Context: an optimization exercise on an open-source flow, tuned for small area and a short achievable clock period. The choices shown serve that exercise and are no tape-out recipe.
Where RTL was checked, it was by simulation tests only, not by an equivalence proof against the original.
Power figures rest on the tool's default switching activity, not on a simulated workload.

==> 02-20: inputs <==
==> flow/design.v <==
`timescale 1ns / 1ps
module instruction_fetch_unit (
    input clk,
    input rst,
    output [31:0] pc
);
    reg [29:0] pc_word;
    always @(posedge clk or posedge rst) begin
        if (rst)
            pc_word <= 30'b0;
        else
            pc_word <= pc_word + 30'd1;
    end
    assign pc = {pc_word, 2'b00};
endmodule
`timescale 1ns / 1ps
module register_file_unit1(
    input         clk,
    input         rst,
    input  [4:0]  rs1,            
    input  [4:0]  rs2,            
    input  [31:1] sel1,           
    input  [31:1] sel2,           
    input  [4:0]  wr_rd,          
    input  [31:0] wr_data,
    output [31:0] data1,
    output [31:0] data2
);
    wire [31:0] and1 [1:31];
    wire [31:0] and2 [1:31];
    reg  [31:1] written;
    genvar g;
    generate
        for (g = 1; g < 32; g = g + 1) begin : xr
            reg [31:0] x;
            wire       we = (wr_rd == g);
            always @(posedge clk or posedge rst) begin
                if (rst)
                    written[g] <= 1'b0;
                else
                    written[g] <= written[g] | we;
            end
            always @(posedge clk)
                if (we)
                    x <= wr_data;
            assign and1[g] = {32{sel1[g] & written[g]}} & x;
            assign and2[g] = {32{sel2[g] & written[g]}} & x;
        end
    endgenerate
    wire unw1 = |(sel1 & ~written);
    wire unw2 = |(sel2 & ~written);
    reg [31:0] r1, r2;
    integer i;
    always @(*) begin
        r1 = {27'b0, {5{unw1}} & rs1};
        r2 = {27'b0, {5{unw2}} & rs2};
        for (i = 1; i < 32; i = i + 1) begin
            r1 = r1 | and1[i];
            r2 = r2 | and2[i];
        end
    end
    assign data1 = r1;
    assign data2 = r2;
endmodule
`timescale 1ns / 1ps
module control_unit1(
    input  [31:0] ins,
    output [5:0]  alu_sel,
    output        alu_inv,
    output        is_itype,
    output [4:0]  rd_w
);
    wire [6:0] opcode = ins[6:0];
    wire [2:0] funct3 = ins[14:12];
    wire [6:0] funct7 = ins[31:25];
    wire rtype = (opcode == 7'b0110011);
    wire itype = (opcode == 7'b0010011);
    wire alu   = rtype | itype;
    wire op_sub = rtype & (funct3 == 3'b000) & (funct7 == 7'b0100000);
    wire op_and = alu & (funct3 == 3'b111);
    wire op_or  = alu & (funct3 == 3'b110);
    wire op_xor = alu & (funct3 == 3'b100);
    wire op_slt = alu & (funct3 == 3'b010);
    wire op_add = ~(op_sub | op_and | op_or | op_xor | op_slt);
    assign alu_sel  = {op_slt, op_xor, op_or, op_and, op_sub, op_add};
    assign alu_inv  = op_sub | op_slt;
    assign is_itype = itype;
    assign rd_w     = alu ? ins[11:7] : 5'd0;
endmodule
`timescale 1ns / 1ps
module arithmetic_logic_unit1(
    input  [31:0] operand1,
    input  [31:0] operand2,
    input  [5:0]  alu_sel,
    input         alu_inv,
    output [31:0] alu_result
);
    wire [33:0] sum_c = {1'b0, operand1, 1'b1} + {1'b0, operand2, alu_inv};
    wire [31:0] sum = sum_c[32:1];
    wire ltu = ~sum_c[33];
    assign alu_result = ({32{alu_sel[0] | alu_sel[1]}} & sum[31:0])
                      | ({32{alu_sel[2]}} & (operand1 & operand2))
                      | ({32{alu_sel[3]}} & (operand1 | operand2))
                      | ({32{alu_sel[4]}} & (operand1 ^ operand2))
                      | {31'b0, alu_sel[5] & ltu};
endmodule
`timescale 1ns / 1ps
module top_module(
    input clk,
    input rst,
    input [31:0] ins_in,
    output [31:0] pc_out,
    output [31:0] ins_out,
    output [31:0] alu_result_out
);
    wire [31:0] pc;
    instruction_fetch_unit ifu(
        .clk(clk),
        .rst(rst),
        .pc(pc)
    );
    wire [5:0] alu_sel;
    wire       alu_inv;
    wire       is_itype;
    wire [4:0] rd_w;
    control_unit1 cu(
        .ins(ins_in),
        .alu_sel(alu_sel),
        .alu_inv(alu_inv),
        .is_itype(is_itype),
        .rd_w(rd_w)
    );
    wire [4:0] rs1 = ins_in[19:15];
    wire [4:0] rs2 = ins_in[24:20];
    wire [31:0] imm_i = {{20{ins_in[31]}}, ins_in[31:20]};
    reg [31:1] sel1, sel2;
    integer j;
    always @(*) begin
        for (j = 1; j < 32; j = j + 1) begin
            sel1[j] = (rs1 == j);
            sel2[j] = (rs2 == j);
        end
    end
    wire [31:0] op2_fix = imm_i ^ {32{alu_inv}};
    wire [31:0] op2_rd0 = is_itype ? op2_fix : {32{alu_inv}};
    wire [31:0] op2_rd1 = is_itype ? op2_fix : {32{~alu_inv}};
    reg [31:0] ex_op1, ex_op2;
    reg [5:0]  ex_sel;
    reg        ex_inv;
    reg [4:0]  ex_rd;
    reg [31:0] m_res;           
    reg [4:0]  m_rd;
    reg [31:0] wb_res;          
    reg [4:0]  wb_rd;
    wire [31:0] data1, data2;
    register_file_unit1 rfu(
        .clk(clk),
        .rst(rst),
        .rs1(rs1),
        .rs2(rs2),
        .sel1(sel1),
        .sel2(sel2),
        .wr_rd(wb_rd),
        .wr_data(wb_res),
        .data1(data1),
        .data2(data2)
    );
    wire [31:0] alu_out;
    arithmetic_logic_unit1 alu(
        .operand1(ex_op1),
        .operand2(ex_op2),
        .alu_sel(ex_sel),
        .alu_inv(ex_inv),
        .alu_result(alu_out)
    );
    always @(posedge clk) begin
        ex_op1 <= data1;
        ex_op2 <= op2_rd1 & data2 | op2_rd0 & ~data2;
        wb_res <= m_res;
    end
    always @(posedge clk or posedge rst) begin
        if (rst) begin
            ex_sel <= 6'b0;
            ex_inv <= 1'b0;
            ex_rd  <= 5'b0;
            m_res  <= 32'b0;
            m_rd   <= 5'b0;
            wb_rd  <= 5'b0;
        end else begin
            ex_sel <= alu_sel;
            ex_inv <= alu_inv;
            ex_rd  <= rd_w;
            m_res  <= alu_out;
            m_rd   <= ex_rd;
            wb_rd  <= m_rd;
        end
    end
    assign pc_out         = pc;
    assign ins_out        = ins_in;
    assign alu_result_out = m_res;
endmodule
==> flow/run.sh <==
#!/bin/bash
# synth_recipe.tcl (not shown) runs the flow's synth.tcl, then flattens the netlist and writes it again
# the make line also repeats each setting of config.mk as NAME=value (left out here)
make -C /OpenROAD-flow-scripts/flow DESIGN_CONFIG=/design/flow/config.mk WORK_HOME=/design/flow/orfs CLKGATE_MAP_FILE= SYNTH_SCRIPT=/design/flow/synth_recipe.tcl finish
==> flow/config.mk <==
export PLATFORM = sky130hd
export DESIGN_NAME = top_module
export DESIGN_NICKNAME = top_module
export VERILOG_FILES = /design/flow/design.v
export SDC_FILE = /design/flow/constraint.sdc
export NUM_CORES = 4
export LEC_CHECK = 0
export CAP_MARGIN = 20
export CORE_MARGIN = 2
export CORE_UTILIZATION = 40
export CTS_BUF_LIST = sky130_fd_sc_hd__clkbuf_8 sky130_fd_sc_hd__clkbuf_16
export CTS_CLUSTER_DIAMETER = 80
export CTS_CLUSTER_SIZE = 24
export SETUP_SLACK_MARGIN = 3.6
export SLEW_MARGIN = 20
export TNS_END_PERCENT = 10
==> flow/constraint.sdc <==
create_clock -name core_clock -period 6.5 [get_ports {clk}]
set_input_delay 1.3000 -clock core_clock [delete_from_list [all_inputs] [get_ports {clk}]]
set_output_delay 1.3000 -clock core_clock [all_outputs]
set_load 0.01 [all_outputs]
==> 11-11 (differences from 02-20) <==
--- a/flow/design.v
+++ b/flow/design.v
@@ -18,6 +18,4 @@
     input         clk,
     input         rst,
-    input  [4:0]  rs1,            
-    input  [4:0]  rs2,            
     input  [31:1] sel1,           
     input  [31:1] sel2,           
@@ -29,30 +27,32 @@
     wire [31:0] and1 [1:31];
     wire [31:0] and2 [1:31];
-    reg  [31:1] written;
     genvar g;
     generate
         for (g = 1; g < 32; g = g + 1) begin : xr
             reg [31:0] x;
+            reg        written;
             wire       we = (wr_rd == g);
             always @(posedge clk or posedge rst) begin
                 if (rst)
-                    written[g] <= 1'b0;
-                else
-                    written[g] <= written[g] | we;
+                    written <= 1'b0;
+                else if (we)
+                    written <= 1'b1;
             end
             always @(posedge clk)
                 if (we)
                     x <= wr_data;
-            assign and1[g] = {32{sel1[g] & written[g]}} & x;
-            assign and2[g] = {32{sel2[g] & written[g]}} & x;
+            wire [4:0] rv = g;
+            wire [4:0] lo = (x[4:0] & {5{written}}) | (rv & {5{~written}});
+            wire       s1 = sel1[g] & written;
+            wire       s2 = sel2[g] & written;
+            assign and1[g] = {{27{s1}} & x[31:5], {5{sel1[g]}} & lo};
+            assign and2[g] = {{27{s2}} & x[31:5], {5{sel2[g]}} & lo};
         end
     endgenerate
-    wire unw1 = |(sel1 & ~written);
-    wire unw2 = |(sel2 & ~written);
     reg [31:0] r1, r2;
     integer i;
     always @(*) begin
-        r1 = {27'b0, {5{unw1}} & rs1};
-        r2 = {27'b0, {5{unw2}} & rs2};
+        r1 = 32'b0;
+        r2 = 32'b0;
         for (i = 1; i < 32; i = i + 1) begin
             r1 = r1 | and1[i];
@@ -96,7 +96,6 @@
     output [31:0] alu_result
 );
-    wire [33:0] sum_c = {1'b0, operand1, 1'b1} + {1'b0, operand2, alu_inv};
-    wire [31:0] sum = sum_c[32:1];
-    wire ltu = ~sum_c[33];
+    wire [32:0] sum = {1'b0, operand1} + {1'b0, operand2 ^ {32{alu_inv}}} + {32'b0, alu_inv};
+    wire ltu = ~sum[32];
     assign alu_result = ({32{alu_sel[0] | alu_sel[1]}} & sum[31:0])
                       | ({32{alu_sel[2]}} & (operand1 & operand2))
@@ -139,10 +138,7 @@
         for (j = 1; j < 32; j = j + 1) begin
             sel1[j] = (rs1 == j);
-            sel2[j] = (rs2 == j);
+            sel2[j] = (rs2 == j) & ~is_itype;
         end
     end
-    wire [31:0] op2_fix = imm_i ^ {32{alu_inv}};
-    wire [31:0] op2_rd0 = is_itype ? op2_fix : {32{alu_inv}};
-    wire [31:0] op2_rd1 = is_itype ? op2_fix : {32{~alu_inv}};
     reg [31:0] ex_op1, ex_op2;
     reg [5:0]  ex_sel;
@@ -157,6 +153,4 @@
         .clk(clk),
         .rst(rst),
-        .rs1(rs1),
-        .rs2(rs2),
         .sel1(sel1),
         .sel2(sel2),
@@ -176,5 +170,5 @@
     always @(posedge clk) begin
         ex_op1 <= data1;
-        ex_op2 <= op2_rd1 & data2 | op2_rd0 & ~data2;
+        ex_op2 <= data2 | ({32{is_itype}} & imm_i);
         wb_res <= m_res;
     end
==> flow/config.mk (replaced) <==
export PLATFORM = sky130hd
export DESIGN_NAME = top_module
export DESIGN_NICKNAME = top_module
export VERILOG_FILES = /design/flow/design.v
export SDC_FILE = /design/flow/constraint.sdc
export NUM_CORES = 4
export LEC_CHECK = 0
export CAP_MARGIN = 20
export CORE_MARGIN = 2
export CORE_UTILIZATION = 40
export SETUP_SLACK_MARGIN = 3.7
export SLEW_MARGIN = 20
==> 07-16 (differences from 02-20) <==
--- a/flow/config.mk
+++ b/flow/config.mk
@@ -9,8 +9,6 @@
 export CORE_MARGIN = 2
 export CORE_UTILIZATION = 40
-export CTS_BUF_LIST = sky130_fd_sc_hd__clkbuf_8 sky130_fd_sc_hd__clkbuf_16
-export CTS_CLUSTER_DIAMETER = 80
-export CTS_CLUSTER_SIZE = 24
-export SETUP_SLACK_MARGIN = 3.6
+export CTS_BUF_LIST = sky130_fd_sc_hd__clkbuf_8
+export SETUP_SLACK_MARGIN = 3.7
 export SLEW_MARGIN = 20
 export TNS_END_PERCENT = 10
==> qor summary <==
Share of cell area taken by multi-input logic gates: 07-16 25.8%; 11-11 26.6%; 02-20 26.8%
M3 GR Usage: 07-16 21.3%; 11-11 24.1%; 02-20 21.0%
CTS buffer count: 07-16 192; 11-11 130; 02-20 59
Relative contribution of sequential cells to total power: 07-16 54.2%; 11-11 50.3%; 02-20 64.1%
Average wire length per cell after detail routing: 07-16 43.7 µm; 11-11 45.8 µm; 02-20 45.9 µm
Multi-input combinational cell area: 07-16 15700 µm²; 11-11 17700 µm²; 02-20 16000 µm²
Launching element of the worst setup path: 07-16 wb_rd[2]$_DFF_PP0_; 11-11 ex_inv$_DFF_PP0_; 02-20 ins_in[18]
Cell internal power dissipation: 07-16 12.3 mW; 11-11 13.5 mW; 02-20 10.5 mW
Setup skew after layout: 07-16 0.0525 ns; 11-11 0.0415 ns; 02-20 0.0296 ns
Non-CTS inverters: 07-16 123; 11-11 128; 02-20 123
Least setup slack across all paths after layout: 07-16 3.39 ns; 11-11 2.92 ns; 02-20 3.30 ns
CP Data Required Time: 07-16 7.05 ns; 11-11 7.23 ns; 02-20 7.14 ns
Post-cts gate resize count: 07-16 456; 11-11 783; 02-20 382
Clock group power: 07-16 6.87 mW; 11-11 7.94 mW; 02-20 4.35 mW
Inserted Diodes: 07-16 22; 11-11 22; 02-20 36
Die Y: 07-16 361 µm; 11-11 363 µm; 02-20 361 µm
Switching share of total power: 07-16 23.5%; 11-11 23.5%; 02-20 23.0%
Routed length on met2: 07-16 98.6 mm; 11-11 106 mm; 02-20 99.3 mm
Status: 07-16 timing/DRC/antenna clean; 11-11 timing/DRC/antenna clean; 02-20 timing/DRC/antenna clean
Complex-gate fraction of the synthesized area: 07-16 18.2%; 11-11 17.3%; 02-20 18.2%
Area share of and/or/nand/nor cells after synthesis: 07-16 7.06%; 11-11 8.50%; 02-20 7.06%
H-tree Lvls: 07-16 4; 11-11 4; 02-20 2
For 11-11, only the layout was checked, not whether the RTL still works.

-- port drivers added, routing unchanged --
The flow's constraints put no driver on any port. The routed layouts listed below were extracted and timed again, unchanged, in two steps.
Step 1 assumes that a clkbuf_16 drives the clock port and a buf_2 every other input.
Step 2 times the ports against the registers' clock, not the clock port: input delays grow and output delays shrink by t, the midpoint of the rising clock arrivals with the driver on.
Three values: ideal ports, drivers, drivers and shift; two values: the first two.
run | shift t [ns] | setup WS [ns] | hold WS [ns] | latest minus earliest clock arrival (ns) | slew at the worst register clock pin (ns)
02-20 | 0.803 | 3.297 / 3.280 / 2.535 | 0.353 / 0.353 / 0.353 | 0.039 / 0.039 | 0.11 / 0.11
11-11 | 0.865 | 2.921 / 2.921 / 2.509 | 0.347 / 0.347 / 0.347 | 0.045 / 0.045 | 0.07 / 0.07
07-16 | 1.015 | 3.385 / 3.381 / 2.426 | 0.339 / 0.339 / 0.339 | 0.063 / 0.063 | 0.07 / 0.07
After both steps every run listed still meets setup and hold. The setup slack of 07-16, which loses most, moves by -0.004 ns with the drivers and by -0.959 ns with both steps.
